Context: an optimization exercise on an open-source flow, tuned for small area. The choices shown serve that exercise and are no tape-out recipe.
Where RTL was checked, it was by simulation tests only, not by an equivalence proof against the original.
The RTL of run 6 was laid out without a check of its function.
The clock cells of run 7 come from the design's own scripts or RTL, not from TritonCTS.
The clock port is modelled as an ideal driver, which makes a skipped or thinned clock tree look cheaper than it is; a real chip needs a root buffer or a tree.
Power is estimated from default activity; no workload was simulated.

==> flow/design.v <==
module VGA_Sync_Count (
    input  clk_i,
    input  rst_i,
    output reg [3:0] px_o,
    output reg [5:0] cx_o,
    output reg [3:0] py_o,
    output reg [5:0] cy_o
);
    wire cell_end_w = (px_o == 4'd15);
    wire line_end_w = cell_end_w && cx_o[5] && cx_o[4] && cx_o[0];    
    wire row_end_w  = line_end_w && (py_o == 4'd15);
    wire frame_end_w = line_end_w && cy_o[5] && py_o[3] && py_o[2];   
    always @(posedge clk_i) begin
        if (rst_i) begin
            px_o <= 4'd15;
            cx_o <= 6'd49;
            py_o <= 4'd12;
            cy_o <= 6'd32;
        end else begin
            px_o <= px_o + 4'd1;
            if (line_end_w)
                cx_o <= 6'd0;
            else if (cell_end_w)
                cx_o <= cx_o + 6'd1;
            if (frame_end_w) begin
                py_o <= 4'd0;
                cy_o <= 6'd0;
            end else begin
                if (line_end_w)
                    py_o <= py_o + 4'd1;
                if (row_end_w)
                    cy_o <= cy_o + 6'd1;
            end
        end
    end
endmodule
module Debounced_Switch (
    input  clk_i,
    input  rst_i,
    input  sw_i,
    output reg sw_o
);
    localparam [17:0] SEED = 18'h00001;
    localparam [17:0] TERM = 18'h16385;
    localparam [17:0] POL  = 18'h2aaaa;
    reg [17:0] q_r;
    wire [17:0] s_w = q_r ^ POL;
    wire term_w = (s_w == TERM);
    wire go_w = (sw_i ^ sw_o) & ~term_w & ~rst_i;
    wire [17:0] n_w = go_w ? {s_w[16:0], s_w[17] ^ s_w[10]} : SEED;
    always @(posedge clk_i) begin
        q_r <= n_w ^ POL;
        if (rst_i)
            sw_o <= 1'b0;
        else if (term_w)
            sw_o <= sw_i;
    end
endmodule
module UART_RX (
    input  clk_i,
    input  rst_i,
    input  rx_serial_i,
    output rx_dv_o
);
    localparam [11:0] SEED  = 12'h001;
    localparam [11:0] P109  = 12'hee0;
    localparam [11:0] CLEAN = 12'hf96;
    reg [11:0] st_r;
    assign rx_dv_o = (st_r == CLEAN);
    always @(posedge clk_i) begin
        if (rst_i || rx_dv_o || (rx_serial_i && (st_r == SEED || st_r == P109)))
            st_r <= SEED;
        else
            st_r <= {st_r[10:0], st_r[11] ^ st_r[5] ^ st_r[3] ^ st_r[0]};
    end
endmodule
module Pong_Paddle_Ctl (
    input  clk_i,
    input  rst_i,
    input  up_i,
    input  dn_i,
    output reg [4:0] y_o
);
    localparam [20:0] SEED = 21'h0996ae;
    localparam [20:0] TERM = 21'h04cb57;
    reg [20:0] q_r;
    wire term_w = (q_r == TERM);
    wire en_w = up_i ^ dn_i;
    wire e0 = en_w & ~rst_i, h0 = ~en_w & ~rst_i;
    wire e1 = ~en_w | rst_i, h1 = en_w | rst_i;
    wire [20:0] sh = {q_r[19:0], q_r[20] ^ q_r[1] ^ term_w};
    wire [20:0] n0 = (sh & {21{e0}}) | (q_r & {21{h0}});
    wire [20:0] n1 = (sh | {21{e1}}) & (q_r | {21{h1}});
    wire mv_up = term_w & up_i & (y_o != 5'd0);
    wire mv_dn = term_w & dn_i & (y_o != 5'd23) & ~mv_up;
    wire mv = mv_up | mv_dn;
    wire [4:0] t;
    assign t[0] = mv;
    genvar i;
    generate for (i = 1; i < 5; i = i + 1) begin : g
        assign t[i] = t[i-1] & (y_o[i-1] ^ mv_up);
    end endgenerate
    always @(posedge clk_i) begin
        q_r <= (n0 & ~SEED) | (n1 & SEED);
        if (rst_i)
            y_o <= 5'd12;
        else
            y_o <= y_o ^ t;
    end
endmodule
module Pong_Ball_Ctl (
    input  clk_i,
    input  rst_i,
    input  active_i,
    output reg [5:0] x_o,
    output reg [4:0] y_o
);
    localparam [20:0] SEED = 21'h0996ae;
    localparam [20:0] TERM = 21'h04cb57;
    reg [20:0] q_r;
    reg left_r, up_r;
    wire term_w = (q_r == TERM);
    wire e0 = active_i & ~rst_i, h0 = ~active_i & ~rst_i;
    wire e1 = ~active_i | rst_i, h1 = active_i | rst_i;
    wire [20:0] sh = {q_r[19:0], q_r[20] ^ q_r[1] ^ term_w};
    wire [20:0] n0 = (sh & {21{e0}}) | (q_r & {21{h0}});
    wire [20:0] n1 = (sh | {21{e1}}) & (q_r | {21{h1}});
    wire ld_w = rst_i | ~active_i;
    wire go_left_w = left_r ? (x_o != 6'd0) : (x_o == 6'd39);
    wire go_up_w   = up_r   ? (y_o != 5'd0) : (y_o == 5'd29);
    wire [5:0] tx_w;
    wire [4:0] ty_w;
    assign tx_w[0] = term_w;
    assign ty_w[0] = term_w;
    genvar i;
    generate
        for (i = 1; i < 6; i = i + 1) begin : gx
            assign tx_w[i] = tx_w[i-1] & (x_o[i-1] ^ go_left_w);
        end
        for (i = 1; i < 5; i = i + 1) begin : gy
            assign ty_w[i] = ty_w[i-1] & (y_o[i-1] ^ go_up_w);
        end
    endgenerate
    always @(posedge clk_i) begin
        q_r <= (n0 & ~SEED) | (n1 & SEED);
        if (ld_w) begin
            x_o    <= 6'd20;
            y_o    <= 5'd15;
            left_r <= 1'b1;
            up_r   <= 1'b1;
        end else begin
            x_o <= x_o ^ tx_w;
            y_o <= y_o ^ ty_w;
            if (term_w) begin
                left_r <= go_left_w;
                up_r   <= go_up_w;
            end
        end
    end
endmodule
module Classic_Pong_Top (
    input clk_i,
    input rst_i,
    input UART_RX_i,
    input sw1_i,
    input sw2_i,
    input sw3_i,
    input sw4_i,
    output VGA_Hsync_o,
    output VGA_Vsync_o,
    output VGA_Red_0_o,
    output VGA_Red_1_o,
    output VGA_Red_2_o,
    output VGA_Grn_0_o,
    output VGA_Grn_1_o,
    output VGA_Grn_2_o,
    output VGA_Blu_0_o,
    output VGA_Blu_1_o,
    output VGA_Blu_2_o
);
    localparam [2:0] IDLE = 3'd0, RUNNING = 3'd1, P1_WINS = 3'd2,
                     P2_WINS = 3'd3, CLEANUP = 3'd4;
    wire rx_dv_w;
    UART_RX uart_i (.clk_i(clk_i), .rst_i(rst_i), .rx_serial_i(UART_RX_i),
                    .rx_dv_o(rx_dv_w));
    wire sw1_w, sw2_w, sw3_w, sw4_w;
    Debounced_Switch sw_1 (.clk_i(clk_i), .rst_i(rst_i), .sw_i(sw1_i), .sw_o(sw1_w));
    Debounced_Switch sw_2 (.clk_i(clk_i), .rst_i(rst_i), .sw_i(sw2_i), .sw_o(sw2_w));
    Debounced_Switch sw_3 (.clk_i(clk_i), .rst_i(rst_i), .sw_i(sw3_i), .sw_o(sw3_w));
    Debounced_Switch sw_4 (.clk_i(clk_i), .rst_i(rst_i), .sw_i(sw4_i), .sw_o(sw4_w));
    wire [4:0] p1_y_w, p2_y_w;
    Pong_Paddle_Ctl p1_i (.clk_i(clk_i), .rst_i(rst_i), .up_i(sw1_w), .dn_i(sw2_w), .y_o(p1_y_w));
    Pong_Paddle_Ctl p2_i (.clk_i(clk_i), .rst_i(rst_i), .up_i(sw3_w), .dn_i(sw4_w), .y_o(p2_y_w));
    reg [2:0] state_r;
    reg [3:0] p1_score_r, p2_score_r;
    wire [5:0] ball_x_w;
    wire [4:0] ball_y_w;
    Pong_Ball_Ctl ball_i (.clk_i(clk_i), .rst_i(rst_i), .active_i(state_r == RUNNING),
                          .x_o(ball_x_w), .y_o(ball_y_w));
    function covers(input [5:0] r, input [4:0] y);
        covers = (r >= {1'b0, y}) && (r <= {1'b0, y} + 6'd6);
    endfunction
    wire ball_edge_w = (ball_x_w == 6'd0) || (ball_x_w == 6'd39);
    wire ball_cov_w  = covers({1'b0, ball_y_w}, ball_x_w[5] ? p2_y_w : p1_y_w);
    always @(posedge clk_i) begin
        if (rst_i) begin
            state_r    <= IDLE;
            p1_score_r <= 4'd0;
            p2_score_r <= 4'd0;
        end else
            case (state_r)
                IDLE:
                    if (rx_dv_w) state_r <= RUNNING;
                RUNNING:
                    if (ball_edge_w && !ball_cov_w)
                        state_r <= ball_x_w[5] ? P1_WINS : P2_WINS;
                P1_WINS:
                    if (p1_score_r == 4'd8)
                        p1_score_r <= 4'd0;
                    else begin
                        p1_score_r <= p1_score_r + 4'd1;
                        state_r    <= CLEANUP;
                    end
                P2_WINS:
                    if (p2_score_r == 4'd8)
                        p2_score_r <= 4'd0;
                    else begin
                        p2_score_r <= p2_score_r + 4'd1;
                        state_r    <= CLEANUP;
                    end
                CLEANUP:
                    state_r <= IDLE;
                default: ;
            endcase
    end
    wire [3:0] px_w, py_w;
    wire [5:0] cell_x_w, cell_y_w;
    VGA_Sync_Count vga_i (.clk_i(clk_i), .rst_i(rst_i), .px_o(px_w), .cx_o(cell_x_w),
                          .py_o(py_w), .cy_o(cell_y_w));
    wire [9:0] col_w = {cell_x_w, px_w};
    wire [9:0] row_w = {cell_y_w, py_w};
    wire draw_w = (cell_x_w == ball_x_w && cell_y_w == {1'b0, ball_y_w})
                | ((cell_x_w == 6'd0 || cell_x_w == 6'd39)
                   && covers(cell_y_w, cell_x_w[5] ? p2_y_w : p1_y_w));
    reg [2:0] video_r;
    always @(posedge clk_i) begin
        if (rst_i)
            video_r <= 3'b000;
        else
            video_r <= {video_r[1:0], draw_w};
    end
    assign VGA_Hsync_o = !(col_w >= 10'd661 && col_w <= 10'd752);
    assign VGA_Vsync_o = !((row_w == 10'd490 && col_w >= 10'd3) || row_w == 10'd491 ||
                           (row_w == 10'd492 && col_w < 10'd3));
    assign {VGA_Red_2_o, VGA_Red_1_o, VGA_Red_0_o} = {3{video_r[2]}};
    assign {VGA_Grn_2_o, VGA_Grn_1_o, VGA_Grn_0_o} = {3{video_r[2]}};
    assign {VGA_Blu_2_o, VGA_Blu_1_o, VGA_Blu_0_o} = {3{video_r[2]}};
endmodule
==> flow/run.sh <==
#!/bin/bash
# synth_recipe.tcl (not shown) runs the flow's synth.tcl, then flattens the netlist and writes it again
# the make line also repeats each setting of config.mk as NAME=value (left out here)
make -C /OpenROAD-flow-scripts/flow DESIGN_CONFIG=/design/flow/config.mk WORK_HOME=/design/flow/orfs CLKGATE_MAP_FILE= SYNTH_SCRIPT=/design/flow/synth_recipe.tcl finish
==> flow/config.mk <==
export PLATFORM = sky130hd
export DESIGN_NAME = Classic_Pong_Top
export DESIGN_NICKNAME = Classic_Pong_Top
export VERILOG_FILES = /design/flow/design.v
export SDC_FILE = /design/flow/constraint.sdc
export NUM_CORES = 4
export LEC_CHECK = 0
export CAP_MARGIN = 20
export CORE_MARGIN = 2
export CORE_UTILIZATION = 40
export PLACE_DENSITY = 0.6
export SLEW_MARGIN = 20
==> flow/constraint.sdc <==
create_clock -name core_clock -period 40.0 [get_ports {clk_i}]
set_input_delay 8.0000 -clock core_clock [delete_from_list [all_inputs] [get_ports {clk_i}]]
set_output_delay 8.0000 -clock core_clock [all_outputs]
set_load 0.01 [all_outputs]
==> qor.csv, run 1 <==
metric;value;unit
Total Nets Final;1004;
library cells used by synthesis;75;
CTS tree;built;
clk_skew;0.0125;ns
cell accounting for the most synthesized area;dfxtp_1;
Hold Startpoint;sw_3.q_r[6];
routability cong.;0.793;
number of global-route vias before repair;6137;
via count;6520;
CP Launch Type;flip-flop;
H-tree levels;1;
top-level I/O count;18;
crit path capture type;output pin;
final setup vio count;0;
Post-synth EDFFs;0;
fillers;2108;
clock sinks;208;
routed len/inst;13.4;µm
maximum clock path buffer count;3;
CP Max Fanout;11;
die area;23500;µm²
post-synth top area share;0.467;
register area share after synthesis;0.467;
Mapped Area;8910;µm²
Hold Path Stages;1;
core area;21800;µm²
total iterations of the first detailed-routing run;4;
Fin Setup TNS;0;ns
vias per cell;5.19;
Die W;153;µm
required time of the critical path;32.00;ns
Arrival @ worst endpoint;2.44;ns
Util after Layout;0.455;
R2R Path Start;ball_i.x_o[5];
worst hold-check path type;flip-flop to flip-flop;
Peak Freq;0.0958;GHz
die height;153;µm
count of pins over their slew limit;0;
WHS;0.374;ns
routed wire length;16900;µm
largest cells by area after synthesis;dfxtp_1 47%, nand2_1 5.6%, ha_1 5.2%, nor2_1 4.0%, xor2_1 3.0%;
first-iteration detailed-routing DRC count;420;
max-cap violations;0;
Fin. Hold Viols;0;
Worst Reg2Reg Path Length in Cells;9;
Critical Path Source;vga_i.cx_o[5];
Pwr per Cell Area;45.6;nW/µm²
layout cell share with drive strength beyond 1;0.0645;
area delta synth->final;11.4;%
Avg Inst Size Synth;9.08;µm²
root buffer cell;clkbuf_16;
# diodes;0;
status;finished clean;
Rows;54;
post-cts repair resize count;0;
initial antenna violation count;0;
YS warnings;6;
post-route setup slack;29.56;ns
largest net degree at the start of global routing;60;
dpl ws;30.08;ns
Worst slew margin;0.293;
Starting Density;0.408;
detailed placement HPWL;11000;µm
Final Critical Period;10.44;ns
total grt overflow;0;
Mapped Nets;1025;
first-pass GRT wire length;29500;µm
Tot Pwr;453;µW
All-Layer GR Usage;0.144;
Worst Tran Pin Value;1.05;ns
final period utilization;0.261;
CTS buffer count;23;
Pleak;3.69;nW
Syn Inst Count;981;
Async S/R FF share, synth;0;
DRT antenna net count;0;
Top FF cell, synth;dfxtp_1;
DRC;0;
Port Buf Inserts;17;
Clk pin slew, worst setup/hold paths;0.06;ns
peak supply drop;0.0337;mV
Clock Latency Late Sink;0.51;ns
Setup CP Type;flip-flop to output pin;
# hold bufs at CTS;0;
RSZ-0062 raised after global routing;false;
post-CTS setup buffers;0;
register bit total from synthesis;208;
[registers in the layout, summed over array words and instances (netlist names), 12 cells and up]
signal       count
ball_i.q_r      21
sw_4.q_r        18
p2_i.q_r        21
uart_i.st_r     12
sw_1.q_r        18
p1_i.q_r        21
sw_3.q_r        18
sw_2.q_r        18
[per-layer routing]
layer	global-route usage	part of all wire	up-vias
met1	0.208	0.53	3050
li1	-	-	3385
met5	0	0	-
met4	0.0423	0.023	0
met3	0.0232	0.029	30
met2	0.223	0.42	55
[stage by stage]
stage / cell area [µm²] / instances
final: 9930 / 1257
after global routing: 9930 / 1257
after CTS: 9920 / 1257
after detailed placement: 9140 / 1215
after global placement: 9140 / 1215
after floorplan: 8910 / 981
[logic make-up after synthesis]
group,after synthesis,synth area share
xor+xnor,58,0.0570
simple gates,412,0.234
mux,19,0.0218
compound gates,159,0.124
fa+ha+maj,37,0.0519
flops,208,0.467
buf+inv,88,0.0437
[layout by cell type (no fill, tap or decap), types with 5 or more instances in the layout]
cell and n:
nor4b_1 9, xor2_1 31, dfxtp_1 208, or2_2 5
nor3_1 17, o22a_1 19, clkbuf_16 23, nand4_1 16
mux2i_1 16, nor4bb_1 5, nor2b_1 8, xnor2_1 27
nor3b_1 6, a211oi_1 8, nand3_1 36, a22o_1 18
nand3b_1 7, clkdlybuf4s50_1 16, nand2_1 134, nor4_1 12
clkinv_2 6, and2_1 13, o21ai_0 21, a21oi_1 44
inv_1 23, or3_1 9, ha_1 37, nand4b_1 7
nor2_1 95
[synthesized netlist by cell type, types with 6 or more instances]
| master | instances |
|---|---|
| mux2i_1 | 16 |
| nand3b_1 | 7 |
| nor4_1 | 12 |
| buf_1 | 6 |
| ha_1 | 37 |
| nor2b_1 | 8 |
| nand3_1 | 36 |
| buf_4 | 9 |
| and2_1 | 12 |
| dfxtp_1 | 208 |
| nand2_1 | 134 |
| a22o_1 | 18 |
| inv_1 | 23 |
| o22a_1 | 19 |
| o21ai_0 | 21 |
| xor2_1 | 31 |
| nor3_1 | 19 |
| or3_1 | 9 |
| nor4b_1 | 9 |
| a21oi_1 | 44 |
| a211oi_1 | 8 |
| xnor2_1 | 27 |
| nor2_1 | 95 |
| clkbuf_1 | 44 |
| nand4_1 | 16 |
| nand4b_1 | 7 |
| nor3b_1 | 6 |
[power by group]
part	leakage (nW)	switching (mW)	total [mW]	internal [mW]
Clock	0.385	0.0845	0.216	0.131
Sequential	1.68	0.00576	0.217	0.211
Combinational	1.62	0.0116	0.0204	0.00884
[worst max-delay path, stage by stage, from the launching register on]
cell	delay, ns
dfxtp_1	0.45
nor4_1	0.30
and2_1	0.18
nand3b_1	0.11
a21oi_1	0.16
o22ai_1	0.09
nand4_1	0.12
clkdlybuf4s50_1	0.55
[worst paths after layout]
kind	to	slack (ns)
worst max-delay path	VGA_Vsync_o	29.56
worst min-delay path	sw_3.q_r[7]	0.37
worst max register to register	state_r[0]	36.85
worst min register to register	sw_3.q_r[7]	0.37
[cell type report]
class                   instances  area (µm²)  area share
clock buffers                  30         632      0.0637
clock inverters                12         145      0.0146
multi-input cells             685        4370       0.440
repair buffers                 19         180      0.0181
flip-flops and latches        208        4160       0.419
well taps                     280         350      0.0353
inverters                      23        86.3     0.00870
==> inputs of run 2 (changes only) <==
==> flow/flow/run.sh (new file) <==
#!/bin/bash
# Layout flow: the standard synthesis, an area re-mapping of its
# combinational logic (flip-flops untouched), then the standard layout
# steps with a smaller clock tree and smaller port buffers.
set -euo pipefail
W=$PWD
F=$W/flow
R=$W/orfs/results/sky130hd/Classic_Pong_Top/base
LIB=$FLOW_HOME/platforms/sky130hd/lib/sky130_fd_sc_hd__tt_025C_1v80.lib

bash standard.sh synth > $W/log_1_synth.txt 2>&1

cp $R/1_2_yosys.v $W/std_synth.v
LIBFILE=$LIB NETIN=$W/std_synth.v NETOUT=$W/reopt.v TOP=$FLOW_TOP ABCSCRIPT=$F/area.abc \
  yosys -c $F/reopt.tcl > $W/log_2_reopt.txt 2>&1
cp $W/reopt.v $R/1_2_yosys.v
rm -f $R/1_synth.odb $R/1_synth.sdc

CTS="-sink_clustering_enable -repair_clock_nets -dont_use_dummy_load"
CTS="$CTS -buf_list sky130_fd_sc_hd__clkbuf_8 -root_buf sky130_fd_sc_hd__clkbuf_8"
CTS="$CTS -sink_clustering_size 14 -sink_clustering_max_diameter 60"
bash standard.sh "CTS_ARGS=$CTS" "BUFFER_PORTS_ARGS=-buffer_cell sky130_fd_sc_hd__buf_1" \
  RECOVER_POWER=100 finish > $W/log_3_layout.txt 2>&1
==> flow/flow/area.abc (new file) <==
strash
&get -n
&deepsyn -T 180
&put
&get -n
&st
&dch -f
&nf -p -R 1000
&put
topo
==> flow/flow/reopt.tcl (new file) <==
# Re-map the combinational logic of the standard synthesis netlist for area.
# Every flip-flop instance is kept as it is (same name, same cell); only the
# gates between them are re-mapped by ABC with an area-oriented script.
yosys -import
set lib $::env(LIBFILE)
read_liberty -ignore_miss_func -overwrite $lib
foreach c {sky130_fd_sc_hd__dfxtp_1 sky130_fd_sc_hd__dfxtp_2 sky130_fd_sc_hd__dfxtp_4} { blackbox $c }
read_verilog $::env(NETIN)
hierarchy -top $::env(TOP)
flatten
opt -purge
abc -liberty $lib -dont_use *probe* -dont_use *lpflow* -script $::env(ABCSCRIPT)
opt_clean -purge
hilomap -singleton -hicell sky130_fd_sc_hd__conb_1 HI -locell sky130_fd_sc_hd__conb_1 LO
insbuf -buf sky130_fd_sc_hd__buf_1 A X
opt_clean -purge
tee -o $::env(NETOUT).stat stat -liberty $lib
write_verilog -noattr -nohex -nodec -noexpr $::env(NETOUT)
==> flow/standard.sh (new file) <==
#!/bin/bash
# synth_recipe.tcl (not shown) runs the flow's synth.tcl, then flattens the netlist and writes it again
# the make line also repeats each setting of config.mk as NAME=value (left out here)
make -C /OpenROAD-flow-scripts/flow DESIGN_CONFIG=/design/flow/config.mk WORK_HOME=/design/flow/orfs CLKGATE_MAP_FILE= SYNTH_SCRIPT=/design/flow/synth_recipe.tcl "${@:-finish}"
removed: flow/run.sh
==> qor.csv, run 2 <==
metric;value;unit
Fin Setup TNS;0;ns
Worst Tran Pin Value;1.65;ns
Pleak;2.76;nW
top flop regs;ball_i.q_r: 21 flops, p1_i.q_r: 21 flops, p2_i.q_r: 21 flops;
max-cap violations;1;
detailed placement HPWL;9420;µm
Setup CP Type;input port to flip-flop;
Peak Freq;0.0902;GHz
Worst slew margin;-0.0975;
die height;141;µm
# diodes;0;
initial antenna violation count;0;
Final Critical Period;11.09;ns
DRT antenna net count;0;
WP buf/inv;3;
CP max stage cell;clkbuf_1;
Syn Inst Count;771;
final period utilization;0.277;
CP Launch Type;input port;
number of global-route vias before repair;5102;
post-route cell area;8100;µm²
largest net degree at the start of global routing;38;
RSZ-0062 raised after global routing;false;
final setup vio count;0;
CTS buffer count;19;
All-Layer GR Usage;0.144;
Die W;141;µm
worst hold-check path type;flip-flop to flip-flop;
DP Cell Count;1016;
routed wire length;13900;µm
clk_skew;0.0443;ns
critical path's largest stage delay;1.17;ns
busiest grt layer;met2;
first-pass GRT wire length;24300;µm
status;finished with violations;
CP cell instances;clkbuf_2 -> clkbuf_1 -> clkinv_1 -> a31oi_1 -> nand3_1 -> nand2_1 -> o22a_1;
area delta synth->final;7.95;%
CP Max Fanout;37;
root buffer cell;clkbuf_8;
via count;5474;
routed len/inst;13.4;µm
die area;19900;µm²
crit path capture type;flip-flop;
non-filler cells, final;1035;
Top Family by Delay on Critical Path;buffers and inverters;
required time of the critical path;40.42;ns
first-iteration detailed-routing DRC count;292;
routability cong.;0.817;
Clk pin slew, worst setup/hold paths;0.08;ns
grt met3 use;0.0268;
most frequent cells in the layout;208 x dfxtp_1, 92 x nand2_1, 75 x nor2_1, 40 x a21oi_1, 37 x o21ai_0;
peak supply drop;0.0216;mV
Tot Pwr;334;µW
Port Buf Inserts;17;
dpl ws;29.58;ns
dpl cell area;7850;µm²
maximum clock path buffer count;3;
count of pins over their slew limit;38;
Mapped Area;7510;µm²
Rows;50;
Total Nets Final;810;
clock sinks;208;
CTS tree;built;
commonest non-fill, non-tap cell in the layout;dfxtp_1;
SO Faults;capacitance limit, slew limit;
top-level I/O count;18;
total grt overflow;0;
Starting Density;0.404;
Avg Inst Size Synth;9.74;µm²
total iterations of the first detailed-routing run;5;
Pwr per Cell Area;41.2;nW/µm²
core area;18600;µm²
YS warnings;6;
Clock Latency Late Sink;0.50;ns
DRC;0;
routing usage on met1;0.200;
GR Util met2;0.232;
vias per cell;5.29;
H-tree levels;1;
Arrival @ worst endpoint;11.51;ns
post-cts repair resize count;0;
layout cell share with drive strength beyond 1;0.0250;
Fin. Hold Viols;0;
post-CTS setup buffers;0;
Mapped Nets;778;
post-route setup slack;28.91;ns
# hold bufs at CTS;0;
## run 2: metrics by stage
stage                     utilization  hold slack (ns)
after floorplan                     -            0.353
after global placement          0.422            0.363
after detailed placement        0.422            0.366
after CTS                       0.436            0.375
after global routing            0.436            0.388
final                           0.436            0.381
## run 2: report_power, final
part | internal, mW | switching, mW | total, mW
sequential | 0.210 | 0.00436 | 0.214
combinational | 0.00502 | 0.00763 | 0.0127
clock | 0.0426 | 0.0638 | 0.106
total | 0.258 | 0.0758 | 0.334
## run 2: worst reg2reg max path, cell delays in order (launching register included)
cell and delay [ns]:
dfxtp_1 0.37, and2_0 0.28, and3_1 0.25, and2_0 0.24, and3_1 0.37, and3_1 0.32
nand3_1 0.13, nor2b_1 0.29, and3_1 0.29, and3_1 0.20, o21ai_0 0.08, nand2_1 0.07
## run 2: worst paths after layout
| check | from | end | slack (ns) | cells after the start |
|---|---|---|---|---|
| max | rst_i | ball_i.q_r[5] | 28.91 | 7 |
| min | sw_1.q_r[8] | sw_1.q_r[9] | 0.38 | 1 |
| max reg2reg | vga_i.px_o[0] | vga_i.cy_o[5] | 37.08 | 11 |
| min reg2reg | sw_1.q_r[8] | sw_1.q_r[9] | 0.38 | 1 |
## run 2: routing by layer
metal,up-vias,wire [µm]
li1,2837,-
met1,2552,7050
met2,65,6080
met3,20,489
met4,0,260
met5,-,0
## run 2: cell type report
type                    count  area (µm²)
fillers                  1815       10500
flip-flops and latches    208        4160
multi-input cells         538        3250
well taps                 234         293
clock buffers              19         262
repair buffers             19        72.6
inverters                  17        63.8
==> inputs of run 3 (changes only) <==
--- a/flow/flow/run.sh
+++ b/flow/flow/run.sh
@@ -22,2 +22,2 @@
 bash standard.sh "CTS_ARGS=$CTS" "BUFFER_PORTS_ARGS=-buffer_cell sky130_fd_sc_hd__buf_1" \
-  RECOVER_POWER=100 finish > $W/log_3_layout.txt 2>&1
+  finish > $W/log_3_layout.txt 2>&1
==> qor.csv, run 3 <==
metric;value;unit
Worst path depth;6;
peak supply drop;0.0216;mV
first-iteration detailed-routing DRC count;333;
Switch Pwr;75.8;µW
detailed placement HPWL;9420;µm
worst hold-check path type;flip-flop to flip-flop;
largest net degree at the start of global routing;38;
Clk pwr share;0.319;
die area;19900;µm²
Pwr per Cell Area;41.1;nW/µm²
RSZ-0062 raised after global routing;false;
YS warnings;6;
required time of the critical path;32.00;ns
critical path's largest stage delay;0.65;ns
status;finished clean;
top-level I/O count;18;
total iterations of the first detailed-routing run;5;
Peak Freq;0.0987;GHz
number of global-route vias before repair;5102;
initial antenna violation count;0;
total grt overflow;0;
Rows;50;
Sequential Power Share;0.643;
post-cts repair resize count;0;
Final Critical Period;10.13;ns
Die W;141;µm
Starting Density;0.404;
via count;5458;
CP max stage cell;dfxtp_1;
most frequent cells in the layout;208 x dfxtp_1, 92 x nand2_1, 75 x nor2_1, 40 x a21oi_1, 37 x o21ai_0;
routing usage on met1;0.200;
Worst Tran Pin Value;0.926;ns
final period utilization;0.253;
CTS buffer count;19;
top flop regs;ball_i.q_r: 21 flops, p1_i.q_r: 21 flops, p2_i.q_r: 21 flops;
clock sinks;208;
combinational share of power;0.038;
Port Buf Inserts;17;
post-route setup slack;29.87;ns
H-tree levels;1;
Syn Inst Count;771;
R2R Path Start;vga_i.px_o[0];
layout cell share with drive strength beyond 1;0.0312;
routed wire length;13900;µm
fillers;1812;
All-Layer GR Usage;0.144;
CP Launch Type;flip-flop;
busiest grt layer;met2;
Worst Reg2Reg Path Length in Cells;11;
CP cell instances;nor2_1 -> nor3_1 -> nand3_1 -> a21oi_1 -> nand4b_1 -> buf_1;
WP buf/inv;1;
# hold bufs at CTS;0;
Fin Setup TNS;0;ns
die height;141;µm
commonest non-fill, non-tap cell in the layout;dfxtp_1;
Total Nets Final;810;
vias per cell;5.27;
P_int;258;µW
Fin. Hold Viols;0;
DRC;0;
Mapped Nets;778;
count of pins over their slew limit;0;
root buffer cell;clkbuf_8;
routed len/inst;13.4;µm
Clock Latency Late Sink;0.50;ns
sw frac;0.227;
Avg Inst Size Synth;9.74;µm²
first-pass GRT wire length;24300;µm
grt met3 use;0.0268;
routability cong.;0.817;
clk_skew;0.0447;ns
area delta synth->final;8.25;%
reg-to-reg slack, setup;37.08;ns
CP Max Fanout;11;
Setup CP Type;flip-flop to output pin;
GR Util met2;0.232;
crit path capture type;output pin;
Mapped Area;7510;µm²
Top Family by Delay on Critical Path;simple AND/OR/NAND/NOR gates;
dpl ws;29.58;ns
DRT antenna net count;0;
# diodes;0;
Worst slew margin;0.378;
CTS tree;built;
Arrival @ worst endpoint;2.13;ns
Critical Path Source;vga_i.cx_o[5];
Clk pin slew, worst setup/hold paths;0.08;ns
maximum clock path buffer count;3;
final setup vio count;0;
worst r2r dst;vga_i.cy_o[5];
core area;18600;µm²
max-cap violations;0;
post-CTS setup buffers;0;
crit path to;VGA_Vsync_o;
Pleak;2.77;nW
run 3: area by class of cell:
cell class                 count  area, µm²  share of cell area
inverter                      17       63.8             0.00785
timing repair buffer          19       80.1             0.00986
multi-input combinational    538       3260               0.402
sequential                   208       4160               0.512
clock buffer                  19        262              0.0322
tap                          234        293              0.0360
run 3: how the worst min path moves through the flow:
stage | startpoint | endpoint | depth (start not counted)
global placement | sw_2.q_r[14] | sw_2.q_r[15] | 1
detailed placement | sw_4.q_r[12] | sw_4.q_r[13] | 1
CTS | sw_1.q_r[8] | sw_1.q_r[9] | 1
finish | sw_1.q_r[8] | sw_1.q_r[9] | 1
floorplan | sw_1.q_r[12] | sw_1.q_r[13] | 1
global route | sw_1.q_r[8] | sw_1.q_r[9] | 1
run 3: worst reg2reg max path, stage by stage, from the launching register on:
cell	delay [ns]
dfxtp_1	0.37
and2_0	0.28
and3_1	0.25
and2_0	0.24
and3_1	0.37
and3_1	0.33
nand3_1	0.13
nor2b_1	0.29
and3_1	0.29
and3_1	0.20
o21ai_0	0.08
nand2_1	0.07
run 3: power by group through the flow:
stage               clock [mW]  sequential, mW  combinational (mW)
finish                   0.106           0.214              0.0128
global route             0.120           0.215              0.0145
CTS                      0.112           0.215              0.0129
detailed placement           0           0.219              0.0128
global placement             0           0.219              0.0127
floorplan                    0           0.218             0.00959
run 3: stage by stage:
step | util | power (mW) | instance area [µm²] | hold slack (ns) | instances
after CTS | 0.436 | 0.340 | 8110 | 0.375 | 1035
after detailed placement | 0.422 | 0.232 | 7850 | 0.366 | 1016
after global routing | 0.437 | 0.349 | 8130 | 0.388 | 1035
after global placement | 0.422 | 0.232 | 7850 | 0.363 | 1016
final | 0.437 | 0.334 | 8130 | 0.380 | 1035
after floorplan | - | 0.228 | 7510 | 0.353 | 771
run 3: routing by layer:
layer | up-vias | wire length, µm
li1 | 2838 | -
met1 | 2531 | 7110
met2 | 69 | 6070
met3 | 20 | 466
met4 | 0 | 260
met5 | - | 0
==> inputs of run 4 (changes only) <==
--- a/flow/flow/run.sh
+++ b/flow/flow/run.sh
@@ -19,4 +19,4 @@
 CTS="-sink_clustering_enable -repair_clock_nets -dont_use_dummy_load"
-CTS="$CTS -buf_list sky130_fd_sc_hd__clkbuf_8 -root_buf sky130_fd_sc_hd__clkbuf_8"
-CTS="$CTS -sink_clustering_size 14 -sink_clustering_max_diameter 60"
+CTS="$CTS -buf_list sky130_fd_sc_hd__clkbuf_16 -root_buf sky130_fd_sc_hd__clkbuf_16"
+CTS="$CTS -sink_clustering_size 20 -sink_clustering_max_diameter 80"
 bash standard.sh "CTS_ARGS=$CTS" "BUFFER_PORTS_ARGS=-buffer_cell sky130_fd_sc_hd__buf_1" \
==> qor.csv, run 4 <==
metric;value;unit
maximum clock path buffer count;3;
Total Nets Final;805;
total iterations of the first detailed-routing run;5;
vias per cell;5.26;
layout cell share with drive strength beyond 1;0.0251;
area delta synth->final;9.43;%
routed len/inst;13.4;µm
detailed placement HPWL;9420;µm
Port Buf Inserts;17;
RSZ-0062 raised after global routing;false;
max-cap violations;0;
Worst Tran Pin Value;0.922;ns
H-tree levels;1;
Arrival @ worst endpoint;2.10;ns
Hold Path Sink;sw_1.q_r[9];
peak supply drop;0.0233;mV
Mapped Nets;778;
DRT antenna net count;0;
CP Launch Type;flip-flop;
YS warnings;6;
P_int;278;µW
Clock Latency Late Sink;0.48;ns
Switch Pwr;77.9;µW
DRC;0;
largest net degree at the start of global routing;38;
routed wire length;13800;µm
count of pins over their slew limit;0;
R2R Path Start;vga_i.px_o[0];
Final Critical Period;10.10;ns
CTS buffer count;14;
Sequential Power Share;0.603;
first-iteration detailed-routing DRC count;344;
sw frac;0.219;
final setup vio count;0;
root buffer cell;clkbuf_16;
Syn Inst Count;771;
post-cts repair resize count;0;
post-route cell area;8210;µm²
number of global-route vias before repair;5114;
die height;141;µm
Fin. Hold Viols;0;
# diodes;0;
Rows;50;
clock sinks;208;
total grt overflow;0;
most frequent cells in the layout;208 x dfxtp_1, 92 x nand2_1, 75 x nor2_1, 40 x a21oi_1, 37 x o21ai_0;
Die W;141;µm
Worst Reg2Reg Path Length in Cells;11;
status;finished clean;
Mapped Area;7510;µm²
die area;19900;µm²
required time of the critical path;32.00;ns
initial antenna violation count;0;
Setup CP Type;flip-flop to output pin;
top-level I/O count;18;
Worst slew margin;0.381;
Util after Layout;0.442;
worst r2r dst;vga_i.cy_o[5];
Fin Setup TNS;0;ns
Starting Density;0.404;
All-Layer GR Usage;0.144;
CP Max Fanout;11;
routability cong.;0.817;
final period utilization;0.253;
first-pass GRT wire length;24300;µm
worst hold-check path type;flip-flop to flip-flop;
Hold Path Stages;1;
Pwr per Cell Area;43.3;nW/µm²
CTS tree;built;
Avg Inst Size Synth;9.74;µm²
reg-to-reg slack, setup;37.09;ns
commonest non-fill, non-tap cell in the layout;dfxtp_1;
Clk pwr share;0.361;
via count;5419;
crit path capture type;output pin;
clk_skew;0.0406;ns
# hold bufs at CTS;0;
Pleak;2.80;nW
Peak Freq;0.0990;GHz
dpl cell area;7850;µm²
Clk pin slew, worst setup/hold paths;0.08;ns
post-CTS setup buffers;0;
top flop regs;ball_i.q_r: 21 flops, p1_i.q_r: 21 flops, p2_i.q_r: 21 flops;
Hold Startpoint;sw_1.q_r[8];
combinational share of power;0.036;
core area;18600;µm²
==> run 4: critical path, cell delays in order, from the launching register on <==
cell and delay (ns):
dfxtp_1 0.64, nor2_1 0.12, nor3_1 0.29, nand3_1 0.17, a21oi_1 0.14, nand4b_1 0.13, buf_1 0.16
==> run 4: worst max path at each step <==
stage | start | to | cells past startpoint
3_5_place_dp | rst_i | ball_i.q_r[9] | 7
2_1_floorplan | rst_i | ball_i.q_r[10] | 5
3_3_place_gp | rst_i | ball_i.q_r[2] | 7
4_1_cts | vga_i.cx_o[5] | VGA_Vsync_o | 6
6_report | vga_i.cx_o[5] | VGA_Vsync_o | 6
5_1_grt | vga_i.cx_o[5] | VGA_Vsync_o | 6
==> run 4: per-layer routing <==
layer,share of wire,global-route usage,vias to the layer above
met2,0.44,0.233,54
li1,-,-,2837
met4,0.026,0.0463,0
met5,0,0,-
met3,0.023,0.0217,21
met1,0.51,0.198,2507
==> run 4: through the flow <==
stage / setup slack, ns / cells / power, mW / hold slack [ns]
after detailed placement: 29.58 / 1016 / 0.232 / 0.366
after floorplan: 30.34 / 771 / 0.228 / 0.353
after global routing: 29.71 / 1030 / 0.370 / 0.371
after CTS: 29.82 / 1030 / 0.361 / 0.361
final: 29.90 / 1030 / 0.356 / 0.366
after global placement: 29.59 / 1016 / 0.232 / 0.363
==> run 4: area by class of cell <==
class                      count  area, µm²
fill                        1799      10400
sequential                   208       4160
multi-input combinational    538       3260
clock buffer                  14        350
tap                          234        293
timing repair buffer          19       80.1
inverter                      17       63.8
==> run 4: power by group through the flow <==
| stage | Clock (mW) | Sequential, mW | Combinational (mW) |
|---|---|---|---|
| after detailed placement | 0 | 0.219 | 0.0128 |
| after global routing | 0.141 | 0.215 | 0.0145 |
| after global placement | 0 | 0.219 | 0.0127 |
| final | 0.128 | 0.214 | 0.0128 |
| after floorplan | 0 | 0.218 | 0.00959 |
| after CTS | 0.133 | 0.214 | 0.0129 |
==> inputs of run 5 (changes only) <==
==> flow/flow/run.sh (replaced) <==
#!/bin/bash
# Layout flow: the standard synthesis, an area re-mapping of its
# combinational logic (flip-flops untouched), then the standard layout
# steps with a smaller clock tree and smaller port buffers.
set -euo pipefail
W=$PWD
F=$W/flow
R=$W/orfs/results/sky130hd/Classic_Pong_Top/base
LIB=$FLOW_HOME/platforms/sky130hd/lib/sky130_fd_sc_hd__tt_025C_1v80.lib

# 1. the standard synthesis
bash standard.sh synth > $W/log_1_synth.txt 2>&1
cp $R/1_2_yosys.v $W/std_synth.v

# 2. re-map the gates between the flip-flops with ABC (four random seeds in
#    parallel), keep the smallest netlist
for s in 1 2 3 4; do
  sed "s/@SEED@/$s/" $F/area.abc > $W/area_$s.abc
  LIBFILE=$LIB NETIN=$W/std_synth.v NETOUT=$W/reopt_$s.v TOP=$FLOW_TOP ABCSCRIPT=$W/area_$s.abc \
    yosys -c $F/reopt.tcl > $W/log_2_reopt_$s.txt 2>&1 &
done
wait
best=""; bestA=""
for s in 1 2 3 4; do
  a=$(sed -nE "s/.*Chip area for module .*: ([0-9.]+).*/\1/p" $W/reopt_$s.v.stat | head -1)
  echo "seed $s area $a" >> $W/log_2_reopt_pick.txt
  if [[ -n "$a" ]] && { [[ -z "$bestA" ]] || awk "BEGIN{exit !($a < $bestA)}"; }; then best=$s; bestA=$a; fi
done
echo "picked seed $best area $bestA" >> $W/log_2_reopt_pick.txt
cp $W/reopt_$best.v $R/1_2_yosys.v
rm -f $R/1_synth.odb $R/1_synth.sdc

# 3. the standard flow's layout steps; the clock tree uses clkbuf_8 with clusters of up
#    to 20 flip-flops and no dummy loads, the ports get buf_1 buffers
CTS="-sink_clustering_enable -repair_clock_nets -dont_use_dummy_load"
CTS="$CTS -buf_list sky130_fd_sc_hd__clkbuf_8 -root_buf sky130_fd_sc_hd__clkbuf_8"
CTS="$CTS -sink_clustering_size 20 -sink_clustering_max_diameter 60"
bash standard.sh "CTS_ARGS=$CTS" "BUFFER_PORTS_ARGS=-buffer_cell sky130_fd_sc_hd__buf_1" \
  finish > $W/log_3_layout.txt 2>&1
==> flow/flow/area.abc (replaced) <==
strash
&get -n
&deepsyn -T 180 -S @SEED@
&put
&get -n
&st
&dch -f
&nf -p -R 1000
&put
topo
--- a/flow/config.mk
+++ b/flow/config.mk
@@ -9,4 +9,4 @@
 export CORE_MARGIN = 2
-export CORE_UTILIZATION = 40
-export PLACE_DENSITY = 0.6
+export CORE_UTILIZATION = 70
+export PLACE_DENSITY = 0.85
 export SLEW_MARGIN = 20
==> qor.csv, run 5 <==
metric;value;unit
clk_skew;0.0489;ns
routed wire length;14400;µm
Fin Setup TNS;0;ns
Rows;37;
# hold bufs at CTS;0;
Peak Freq;0.0977;GHz
post-cts repair resize count;0;
Hold Startpoint;sw_1.q_r[14];
Util after Layout;0.766;
Pleak;2.71;nW
Critical Path Source;vga_i.cx_o[1];
RSZ-0062 raised after global routing;false;
commonest non-fill, non-tap cell in the layout;dfxtp_1;
core area;10400;µm²
DRT antenna net count;0;
CTS tree;built;
required time of the critical path;32.00;ns
Total Nets Final;802;
area delta synth->final;5.59;%
max-cap violations;0;
top-level I/O count;18;
Worst Tran Pin Value;1.04;ns
number of global-route vias before repair;5548;
Worst slew margin;0.301;
count of pins over their slew limit;0;
Register Area;4160;µm²
All-Layer GR Usage;0.255;
die height;108;µm
CTS buffer count;15;
largest net degree at the start of global routing;44;
Clock Latency Late Sink;0.49;ns
final period utilization;0.256;
first-pass GRT wire length;24900;µm
via count;5703;
final setup vio count;0;
sw frac;0.221;
Pwr per Cell Area;40.3;nW/µm²
DRC;0;
Fin. Hold Viols;0;
CP Max Fanout;7;
CP Launch Type;flip-flop;
Sequential Power Share;0.669;
first-iteration detailed-routing DRC count;334;
fillers;718;
post-CTS setup buffers;0;
Multi-input gate area;3270;µm²
post-route setup slack;29.77;ns
root buffer cell;clkbuf_8;
top flop regs;ball_i.q_r: 21 flops, p1_i.q_r: 21 flops, p2_i.q_r: 21 flops;
# diodes;0;
dpl ws;29.81;ns
Die W;108;µm
Clk pin slew, worst setup/hold paths;0.11;ns
Final Critical Period;10.23;ns
Syn Inst Count;768;
status;finished clean;
H-tree levels;1;
initial antenna violation count;0;
Avg Inst Size Synth;9.80;µm²
crit path capture type;output pin;
Clk pwr share;0.290;
total grt overflow;0;
clock sinks;208;
routability cong.;0.816;
routed len/inst;15.5;µm
maximum clock path buffer count;3;
die area;11600;µm²
Mapped Area;7530;µm²
Arrival @ worst endpoint;2.23;ns
worst hold-check path type;flip-flop to flip-flop;
total iterations of the first detailed-routing run;7;
Setup CP Type;flip-flop to output pin;
detailed placement HPWL;10000;µm
combinational share of power;0.041;
Starting Density;0.726;
Mapped Nets;775;
Switch Pwr;70.8;µW
layout cell share with drive strength beyond 1;0.0214;
most frequent cells in the layout;208 x dfxtp_1, 85 x nand2_1, 82 x nor2_1, 33 x o22a_1, 32 x a21oi_1;
P_int;249;µW
Port Buf Inserts;17;
R2R Path Start;vga_i.px_o[0];
YS warnings;6;
peak supply drop;0.0329;mV
vias per cell;6.14;
[run 5: cell types whose count changed in the layout (fill, tap and decap cells not counted), moves of 4 or more]
cell,change
nor2_1,+7
and2_0,+4
clkbuf_8,+15
nor3_1,+12
a21oi_1,-8
clkbuf_16,-14
o21ai_0,-6
nand2_1,-7
[run 5: power by group through the flow]
stage | sequential (mW) | combinational [mW] | clock, mW
floorplan | 0.218 | 0.00980 | 0
global placement | 0.219 | 0.0124 | 0
detailed placement | 0.219 | 0.0130 | 0
CTS | 0.214 | 0.0130 | 0.0945
global route | 0.215 | 0.0148 | 0.103
finish | 0.214 | 0.0130 | 0.0929
[run 5: area by class of cell]
class,count,area share
Clock buffer,15,0.0260
Inverter,16,0.00756
Multi-Input combinational cell,536,0.412
Sequential cell,208,0.524
Tap cell,136,0.0214
Timing Repair Buffer,18,0.00913
[run 5: stage by stage]
| step | std cells | hold WS [ns] | cell area, µm² | power [mW] |
|---|---|---|---|---|
| 6_report | 929 | 0.392 | 7950 | 0.320 |
| 5_1_grt | 929 | 0.405 | 7950 | 0.332 |
| 4_1_cts | 929 | 0.391 | 7950 | 0.322 |
| 3_5_place_dp | 914 | 0.362 | 7740 | 0.232 |
| 3_3_place_gp | 914 | 0.358 | 7740 | 0.231 |
| 2_1_floorplan | 768 | 0.353 | 7530 | 0.228 |
[run 5: critical path, stage by stage (launching register included)]
cell and delay, ns:
dfxtp_1 0.40, nor3_1 0.30, nor2_1 0.07, nor2_1 0.14, nand2_1 0.10, nor4_1 0.34
o21ai_0 0.15, nand4b_1 0.11, buf_1 0.15
[run 5: final timing paths]
| path | endpoint | slack (ns) | depth (start not counted) |
|---|---|---|---|
| setup / recovery | VGA_Vsync_o | 29.77 | 8 |
| hold / removal | sw_1.q_r[15] | 0.39 | 1 |
| setup reg to reg | vga_i.cy_o[4] | 37.14 | 10 |
| hold reg to reg | sw_1.q_r[15] | 0.39 | 1 |
[run 5: per-layer routing]
layer	global-route usage	part of all wire
met4	0.0797	0.023
met2	0.426	0.47
met5	0	0
met3	0.0327	0.040
met1	0.347	0.46
==> inputs of run 6 (changes only) <==
--- a/flow/design.v
+++ b/flow/design.v
@@ -127,3 +127,3 @@
     wire [20:0] n1 = (sh | {21{e1}}) & (q_r | {21{h1}});
-    wire ld_w = rst_i | ~active_i;
+    wire ld_w = ~active_i;
     wire go_left_w = left_r ? (x_o != 6'd0) : (x_o == 6'd39);
@@ -200,3 +200,7 @@
     function covers(input [5:0] r, input [4:0] y);
-        covers = (r >= {1'b0, y}) && (r <= {1'b0, y} + 6'd6);
+        reg [4:0] d;
+        begin
+            d = r[4:0] - y;
+            covers = !r[5] && d[4:3] == 2'b00 && d[2:0] != 3'b111;
+        end
     endfunction
@@ -247,5 +251,6 @@
         if (rst_i)
-            video_r <= 3'b000;
+            video_r[1:0] <= 2'b00;
         else
-            video_r <= {video_r[1:0], draw_w};
+            video_r[1:0] <= {video_r[0], draw_w};
+        video_r[2] <= video_r[1];
     end
==> qor.csv, run 6 <==
metric;value;unit
CP cell instances;o21bai_1 -> nor2_1 -> nand4_1 -> mux2i_1 -> nand3_1 -> buf_1;
peak supply drop;0.0370;mV
routability cong.;0.831;
DRT antenna net count;0;
CP Launch Type;flip-flop;
detailed placement HPWL;9900;µm
routed wire length;14100;µm
fillers;720;
H-tree levels;1;
top flop regs;ball_i.q_r: 21 flops, p1_i.q_r: 21 flops, p2_i.q_r: 21 flops;
Total Nets Final;810;
Hold Path Sink;video_r[2];
Mapped Nets;781;
reg-to-reg slack, setup;37.14;ns
Arrival @ worst endpoint;1.96;ns
clk_skew;0.0430;ns
Hold Path Stages;0;
area delta synth->final;5.64;%
Syn Inst Count;774;
die area;11600;µm²
vias per cell;5.99;
worst hold-check path type;flip-flop to flip-flop;
Hold Startpoint;video_r[1];
Avg Inst Size Synth;9.72;µm²
initial antenna violation count;0;
Peak Freq;0.100;GHz
final setup vio count;0;
CTS buffer count;14;
clock sinks;208;
number of global-route vias before repair;5338;
max-cap violations;0;
Pwr per Cell Area;40.0;nW/µm²
first-iteration detailed-routing DRC count;417;
Pleak;2.74;nW
post-CTS setup buffers;0;
Multi-input gate area;3280;µm²
status;finished clean;
final period utilization;0.249;
top-level I/O count;18;
Register Area;4160;µm²
post-route setup slack;30.04;ns
CTS tree;built;
# hold bufs at CTS;0;
via count;5615;
Worst Reg2Reg Path Length in Cells;11;
All-Layer GR Usage;0.248;
crit path capture type;output pin;
Rows;37;
maximum clock path buffer count;3;
total iterations of the first detailed-routing run;5;
Starting Density;0.725;
# diodes;0;
commonest non-fill, non-tap cell in the layout;dfxtp_1;
required time of the critical path;32.00;ns
total grt overflow;0;
Port Buf Inserts;17;
critical path's largest stage delay;0.62;ns
Worst Tran Pin Value;1.02;ns
DRC;0;
Clk pin slew, worst setup/hold paths;0.11;ns
die height;108;µm
R2R Path Start;vga_i.px_o[0];
Fin Setup TNS;0;ns
worst r2r dst;vga_i.cy_o[4];
Die W;108;µm
most frequent cells in the layout;208 x dfxtp_1, 86 x nand2_1, 84 x nor2_1, 39 x o21ai_0, 39 x a21oi_1;
YS warnings;6;
layout cell share with drive strength beyond 1;0.0225;
count of pins over their slew limit;0;
largest net degree at the start of global routing;33;
Worst slew margin;0.312;
Setup CP Type;flip-flop to output pin;
Mapped Area;7520;µm²
RSZ-0062 raised after global routing;false;
Clock Latency Late Sink;0.49;ns
core area;10400;µm²
first-pass GRT wire length;24100;µm
dpl ws;30.44;ns
routed len/inst;15.0;µm
CP max stage cell;dfxtp_1;
CP Max Fanout;11;
post-cts repair resize count;0;
root buffer cell;clkbuf_8;
Fin. Hold Viols;0;
Final Critical Period;9.96;ns
-- run 6: cell types whose count changed in the layout (fill, tap and decap cells not counted), sizes merged, moves of 4 or more --
cell / change
a21oi: +7
and2: -9
and3: -5
nor2b: +8
nor3: -5
o21ai: +9
or3: -4
xnor2: -5
-- run 6: worst max-delay path by stage --
stage / to / slack (ns) / startpoint / cells past startpoint
floorplan: VGA_Hsync_o / 30.74 / vga_i.cx_o[5] / 3
global placement: p2_i.q_r[20] / 30.51 / rst_i / 6
detailed placement: p2_i.q_r[20] / 30.44 / rst_i / 6
CTS: VGA_Vsync_o / 30.05 / vga_i.cx_o[5] / 6
global route: VGA_Vsync_o / 29.93 / vga_i.cx_o[5] / 6
finish: VGA_Vsync_o / 30.04 / vga_i.cx_o[5] / 6
-- run 6: final cells by class --
class | count | area share
well taps | 136 | 0.0214
repair buffers | 21 | 0.0115
multi-input cells | 544 | 0.412
inverters | 14 | 0.00661
clock buffers | 14 | 0.0242
flip-flops and latches | 208 | 0.524
-- run 6: critical path: cells and delay by family (launching register included) --
kind	cells	cell delay [ns]
and+or+nand+nor	3	0.40
muxes	1	0.16
DFF	1	0.62
AOI/OAI and AO/OA	1	0.17
buffers and inverters	1	0.15
-- run 6: metal layers --
| layer | vias to the layer above | share of wire | track usage | wire length (µm) |
|---|---|---|---|---|
| met1 | 2658 | 0.46 | 0.337 | 6550 |
| li1 | 2838 | - | - | - |
| met2 | 98 | 0.48 | 0.422 | 6740 |
| met5 | - | 0 | 0 | 0 |
| met3 | 21 | 0.039 | 0.0315 | 543 |
| met4 | 0 | 0.019 | 0.0614 | 261 |
-- run 6: power by group --
| part | internal [mW] | switching [mW] |
|---|---|---|
| Combinational | 0.00519 | 0.00846 |
| Sequential | 0.210 | 0.00413 |
| Clock | 0.0319 | 0.0584 |
-- run 6: through the flow --
stage                     hold WS (ns)  instances  total power, mW  utilization  area [µm²]
after floorplan                  0.310        774            0.228            -        7520
after global placement           0.312        922            0.232        0.747        7750
after detailed placement         0.313        922            0.232        0.747        7750
after CTS                        0.340        936            0.320        0.766        7940
after global routing             0.348        937            0.329        0.766        7950
final                            0.340        937            0.318        0.766        7950
==> inputs of run 7 (changes only) <==
--- a/flow/design.v
+++ b/flow/design.v
@@ -64,12 +64,14 @@
 );
-    localparam [11:0] SEED  = 12'h001;
-    localparam [11:0] P109  = 12'hee0;
-    localparam [11:0] CLEAN = 12'hf96;
+    localparam [11:0] SEED  = 12'h222, SEED_M  = 12'hcdd;
+    localparam [11:0] P109  = 12'h611, P109_M  = 12'h5f7;
+    localparam [11:0] CLEAN = 12'h9c1, CLEAN_M = 12'hbf6;
     reg [11:0] st_r;
-    assign rx_dv_o = (st_r == CLEAN);
-    always @(posedge clk_i) begin
-        if (rst_i || rx_dv_o || (rx_serial_i && (st_r == SEED || st_r == P109)))
+    wire idle_w  = ((st_r & SEED_M) == (SEED & SEED_M));
+    wire mid_w   = ((st_r & P109_M) == (P109 & P109_M));
+    assign rx_dv_o = ((st_r & CLEAN_M) == (CLEAN & CLEAN_M));
+    always @(posedge clk_i) begin
+        if (rst_i || rx_dv_o || (rx_serial_i && (idle_w || mid_w)))
             st_r <= SEED;
         else
-            st_r <= {st_r[10:0], st_r[11] ^ st_r[5] ^ st_r[3] ^ st_r[0]};
+            st_r <= {st_r[10:0], st_r[11] ^ st_r[0]};
     end
@@ -85,4 +87,5 @@
     localparam [20:0] TERM = 21'h04cb57;
+    localparam [20:0] TERM_M = 21'h1ffff9;
     reg [20:0] q_r;
-    wire term_w = (q_r == TERM);
+    wire term_w = ((q_r & TERM_M) == (TERM & TERM_M));
     wire en_w = up_i ^ dn_i;
@@ -119,5 +122,6 @@
     localparam [20:0] TERM = 21'h04cb57;
+    localparam [20:0] TERM_M = 21'h1ffff9;
     reg [20:0] q_r;
     reg left_r, up_r;
-    wire term_w = (q_r == TERM);
+    wire term_w = ((q_r & TERM_M) == (TERM & TERM_M));
     wire e0 = active_i & ~rst_i, h0 = ~active_i & ~rst_i;
--- a/flow/flow/run.sh
+++ b/flow/flow/run.sh
@@ -32,8 +32,15 @@
 
-# 3. the standard flow's layout steps; the clock tree uses clkbuf_8 with clusters of up
-#    to 20 flip-flops and no dummy loads, the ports get buf_1 buffers
-CTS="-sink_clustering_enable -repair_clock_nets -dont_use_dummy_load"
-CTS="$CTS -buf_list sky130_fd_sc_hd__clkbuf_8 -root_buf sky130_fd_sc_hd__clkbuf_8"
-CTS="$CTS -sink_clustering_size 20 -sink_clustering_max_diameter 60"
-bash standard.sh "CTS_ARGS=$CTS" "BUFFER_PORTS_ARGS=-buffer_cell sky130_fd_sc_hd__buf_1" \
-  finish > $W/log_3_layout.txt 2>&1
+# 3. the standard flow's layout steps up to placement; the ports get buf_1 buffers
+PORTS="BUFFER_PORTS_ARGS=-buffer_cell sky130_fd_sc_hd__buf_1"
+bash standard.sh "$PORTS" place > $W/log_3_place.txt 2>&1
+
+# 4. clock tree (mycts.tcl): the clock port drives one clkbuf_8, which drives
+#    one clkbuf_8 per cluster of at most 20 flip-flops
+RESULTS_DIR=$R PLATFORM_DIR=$FLOW_HOME/platforms/sky130hd LIBFILE=$LIB \
+  CTS_K=11 CTS_CAP=20 CTS_LEAF=sky130_fd_sc_hd__clkbuf_8 CTS_ROOT=sky130_fd_sc_hd__clkbuf_8 \
+  openroad -no_init -exit $F/mycts.tcl > $W/log_4_cts.txt 2>&1
+cp $R/4_1_cts.odb $R/4_cts.odb
+touch $R/4_cts.sdc
+
+# 5. the rest of the standard flow's layout steps
+bash standard.sh "$PORTS" finish > $W/log_5_layout.txt 2>&1
==> flow/flow/mycts.tcl (new file) <==
# Two-level clock tree: the clock port drives one root buffer, which drives
# one leaf buffer per cluster of flip-flops; the clusters come from k-means
# on the flip-flop positions with a cap on their size.
# Env: RESULTS_DIR PLATFORM_DIR LIBFILE TECH_LEF SC_LEF CTS_K CTS_CAP CTS_LEAF CTS_ROOT
read_liberty $::env(LIBFILE)
read_db $::env(RESULTS_DIR)/3_place.odb
read_sdc $::env(RESULTS_DIR)/3_place.sdc
source $::env(PLATFORM_DIR)/setRC.tcl

set db [ord::get_db]
set block [ord::get_db_block]
set clk [$block findNet clk_i]
set sinks {}
foreach it [$clk getITerms] {
  set inst [$it getInst]
  set bb [$inst getBBox]
  lappend sinks [list $it [expr {([$bb xMin]+[$bb xMax])/2.0}] [expr {([$bb yMin]+[$bb yMax])/2.0}]]
}
set n [llength $sinks]
set K $::env(CTS_K)
set cap $::env(CTS_CAP)
puts "mycts: $n sinks, $K clusters, cap $cap"

# k-means with capacity: initial centres spread along a space-filling order
set sorted [lsort -real -index 1 $sinks]
set cx {}; set cy {}
for {set k 0} {$k < $K} {incr k} {
  set s [lindex $sorted [expr {int(($k + 0.5) * $n / $K)}]]
  lappend cx [lindex $s 1]; lappend cy [lindex $s 2]
}
for {set iter 0} {$iter < 30} {incr iter} {
  # assign: each sink to nearest centre with room, sinks in order of their best distance
  set pairs {}
  set i 0
  foreach s $sinks {
    for {set k 0} {$k < $K} {incr k} {
      set d [expr {abs([lindex $s 1]-[lindex $cx $k]) + abs([lindex $s 2]-[lindex $cy $k])}]
      lappend pairs [list $d $i $k]
    }
    incr i
  }
  set pairs [lsort -real -index 0 $pairs]
  set asg [lrepeat $n -1]
  set cnt [lrepeat $K 0]
  foreach p $pairs {
    lassign $p d i k
    if {[lindex $asg $i] >= 0} continue
    if {[lindex $cnt $k] >= $cap} continue
    lset asg $i $k
    lset cnt $k [expr {[lindex $cnt $k] + 1}]
  }
  # update centres
  set sx [lrepeat $K 0.0]; set sy [lrepeat $K 0.0]
  set i 0
  foreach s $sinks {
    set k [lindex $asg $i]
    lset sx $k [expr {[lindex $sx $k] + [lindex $s 1]}]
    lset sy $k [expr {[lindex $sy $k] + [lindex $s 2]}]
    incr i
  }
  for {set k 0} {$k < $K} {incr k} {
    set c [lindex $cnt $k]
    if {$c > 0} {
      lset cx $k [expr {[lindex $sx $k] / $c}]
      lset cy $k [expr {[lindex $sy $k] / $c}]
    }
  }
}
puts "mycts: cluster sizes $cnt"

set leafm [$db findMaster $::env(CTS_LEAF)]
set rootm [$db findMaster $::env(CTS_ROOT)]
set rootnet [odb::dbNet_create $block clknet_root]
$rootnet setSigType CLOCK
set rx 0.0; set ry 0.0
for {set k 0} {$k < $K} {incr k} {
  set b [odb::dbInst_create $block $leafm clkbuf_leaf_$k]
  $b setLocation [expr {int([lindex $cx $k])}] [expr {int([lindex $cy $k])}]
  $b setPlacementStatus PLACED
  set net [odb::dbNet_create $block clknet_leaf_$k]
  $net setSigType CLOCK
  [$b findITerm A] connect $rootnet
  [$b findITerm X] connect $net
  set rx [expr {$rx + [lindex $cx $k]}]; set ry [expr {$ry + [lindex $cy $k]}]
  set leafnet($k) $net
}
set i 0
foreach s $sinks {
  set it [lindex $s 0]
  $it disconnect
  $it connect $leafnet([lindex $asg $i])
  incr i
}
set r [odb::dbInst_create $block $rootm clkbuf_root]
$r setLocation [expr {int($rx / $K)}] [expr {int($ry / $K)}]
$r setPlacementStatus PLACED
[$r findITerm A] connect $clk
[$r findITerm X] connect $rootnet
$clk setSigType CLOCK

detailed_placement
check_placement -verbose
set_propagated_clock [all_clocks]
estimate_parasitics -placement
set mx 0
foreach p [get_pins -hierarchical */CLK] { foreach k {slew_max_rise slew_max_fall} { set s [get_property $p $k]; if {$s > $mx} {set mx $s} } }
puts "mycts: max clock pin slew $mx"
report_clock_skew
repair_timing -hold -verbose
detailed_placement
check_placement -verbose
write_db $::env(RESULTS_DIR)/4_1_cts.odb
write_sdc -no_timestamp $::env(RESULTS_DIR)/4_cts.sdc
==> qor.csv, run 7 <==
metric;value;unit
total iterations of the first detailed-routing run;5;
Syn Inst Count;775;
CP cell instances;nor2_1 -> a2111oi_0 -> nand3_1 -> a2111oi_0 -> o21ai_0 -> buf_1;
routed wire length;14000;µm
final period utilization;0.268;
vias per cell;6.02;
CP Max Fanout;11;
die height;108;µm
DRC;0;
Starting Density;0.727;
Mapped Nets;782;
initial antenna violation count;0;
routed len/inst;15.0;µm
combinational share of power;0.045;
metal3 WL;423;µm
Total Nets Final;806;
Pleak;2.69;nW
most frequent cells in the layout;208 x dfxtp_1, 88 x nor2_1, 81 x nand2_1, 40 x nor3_1, 38 x a21oi_1;
Top Layer Used;met4;
Fin Setup TNS;0;ns
top flop regs;ball_i.q_r: 21 flops, p1_i.q_r: 21 flops, p2_i.q_r: 21 flops;
Avg Inst Size Synth;9.73;µm²
met2 wire length;6680;µm
Clock Latency Late Sink;0.44;ns
Port Buf Inserts;17;
largest net degree at the start of global routing;64;
detailed placement HPWL;9710;µm
worst hold-check path type;flip-flop to flip-flop;
M1 WL;6640;µm
Setup CP Type;flip-flop to output pin;
required time of the critical path;32.00;ns
count of pins over their slew limit;0;
Sequential Power Share;0.685;
number of global-route vias before repair;5269;
commonest non-fill, non-tap cell in the layout;dfxtp_1;
Peak Freq;0.0933;GHz
RSZ-0062 raised after global routing;false;
fillers;731;
routability cong.;0.862;
die area;11600;µm²
layout cell share with drive strength beyond 1;0.0176;
CP max stage cell;dfxtp_1;
Final Critical Period;10.71;ns
max-cap violations;0;
Die W;108;µm
Arrival @ worst endpoint;2.71;ns
total grt overflow;0;
status;finished clean;
Clk pwr share;0.270;
clk_skew;0.0245;ns
All-Layer GR Usage;0.240;
# diodes;0;
first-pass GRT wire length;23900;µm
final setup vio count;0;
Tot Pwr;316;µW
Worst Tran Pin Value;1.05;ns
P_int;244;µW
critical path's largest stage delay;0.62;ns
Mapped Area;7540;µm²
CP Launch Type;flip-flop;
Rows;37;
CP dominant cell by count;a2111oi_0;
YS warnings;6;
via count;5613;
Fin. Hold Viols;0;
Pwr per Cell Area;39.9;nW/µm²
Switch Pwr;71.3;µW
Clk pin slew, worst setup/hold paths;0.11;ns
sw frac;0.226;
top-level I/O count;18;
Worst slew margin;0.293;
first-iteration detailed-routing DRC count;362;
area delta synth->final;5.01;%
core area;10400;µm²
DRT antenna net count;0;
peak supply drop;0.0304;mV
crit path capture type;output pin;
==> run 7: critical path: cells and delay by family (launching register included) <==
kind | cells | cell delay (ns)
compound gates | 3 | 1.24
simple gates | 2 | 0.27
flops | 1 | 0.62
buf+inv | 1 | 0.16
==> run 7: cell type report <==
| class | count | area [µm²] | share of cell area |
|---|---|---|---|
| buffer | 12 | 165 | 0.0209 |
| inverter | 8 | 30.0 | 0.00379 |
| multi-input combinational | 551 | 3310 | 0.419 |
| sequential | 208 | 4160 | 0.526 |
| tap | 136 | 170 | 0.0215 |
| timing repair buffer | 18 | 72.6 | 0.00917 |
==> run 7: stage by stage <==
step,util,area (µm²),hold slack [ns],worst slack [ns],std cells
floorplan,-,7540,0.310,30.25,775
global placement,0.747,7750,0.310,30.01,921
finish,0.763,7920,0.339,29.29,933
global route,0.763,7920,0.355,29.02,933
detailed placement,0.747,7750,0.314,29.76,921
==> run 7: worst paths after layout <==
path                   endpoint  cells past startpoint  slack (ns)     startpoint
setup / recovery    VGA_Vsync_o                      6       29.29  vga_i.cx_o[5]
hold / removal       video_r[2]                      0        0.34     video_r[1]
setup reg to reg  vga_i.cy_o[4]                     10       37.10  vga_i.px_o[0]
hold reg to reg      video_r[2]                      0        0.34     video_r[1]
==> run 7: power groups by stage <==
stage	registers, mW	clock network, mW	logic [mW]
6_report	0.216	0.0852	0.0143
3_5_place_dp	0.221	0	0.0140
2_1_floorplan	0.219	0	0.0107
5_1_grt	0.217	0.0944	0.0159
3_3_place_gp	0.220	0	0.0135
==> run 7: per-layer routing <==
| metal | up-vias | global-route usage |
|---|---|---|
| li1 | 2819 | - |
| met1 | 2674 | 0.336 |
| met2 | 100 | 0.415 |
| met3 | 20 | 0.0145 |
| met4 | 0 | 0.0485 |
| met5 | - | 0 |

## separate check: timing with driven ports
The results above use ideal ports. As a check the final layouts listed here were re-extracted and re-timed, cells and wires unchanged.
Step 1 sets driving cells, clkbuf_16 on the clock port and buf_2 on the other inputs (assumed; they add their load-dependent delay and slew).
Step 2 times the ports against the registers' clock, not the clock port: input delays grow and output delays shrink by t, the midpoint of the rising clock arrivals with the driver on.
Three values: ideal ports, drivers, drivers and shift; two values: the first two.
run	t (ns)	setup slack, ns	hold slack, ns	worst data-port slew with drivers (ns)
run 1	0.553	29.558 / 29.508 / 30.061	0.374 / 0.374 / 0.374	0.04
run 2	0.516	28.911 / 28.927 / 28.411	0.381 / 0.381 / 0.381	0.05
run 3	0.516	29.869 / 29.830 / 29.560	0.380 / 0.380 / 0.380	0.05
run 4	0.502	29.897 / 29.855 / 29.570	0.366 / 0.366 / 0.366	0.05
run 5	0.502	29.767 / 29.731 / 29.749	0.392 / 0.392 / 0.392	0.03
run 6	0.503	30.040 / 30.003 / 30.401	0.340 / 0.340 / 0.340	0.04
run 7	0.465	29.286 / 29.253 / 29.718	0.339 / 0.339 / 0.339	0.04
The setup slack of run 2, which loses most, moves by +0.016 ns with the drivers and by -0.500 ns with both steps.
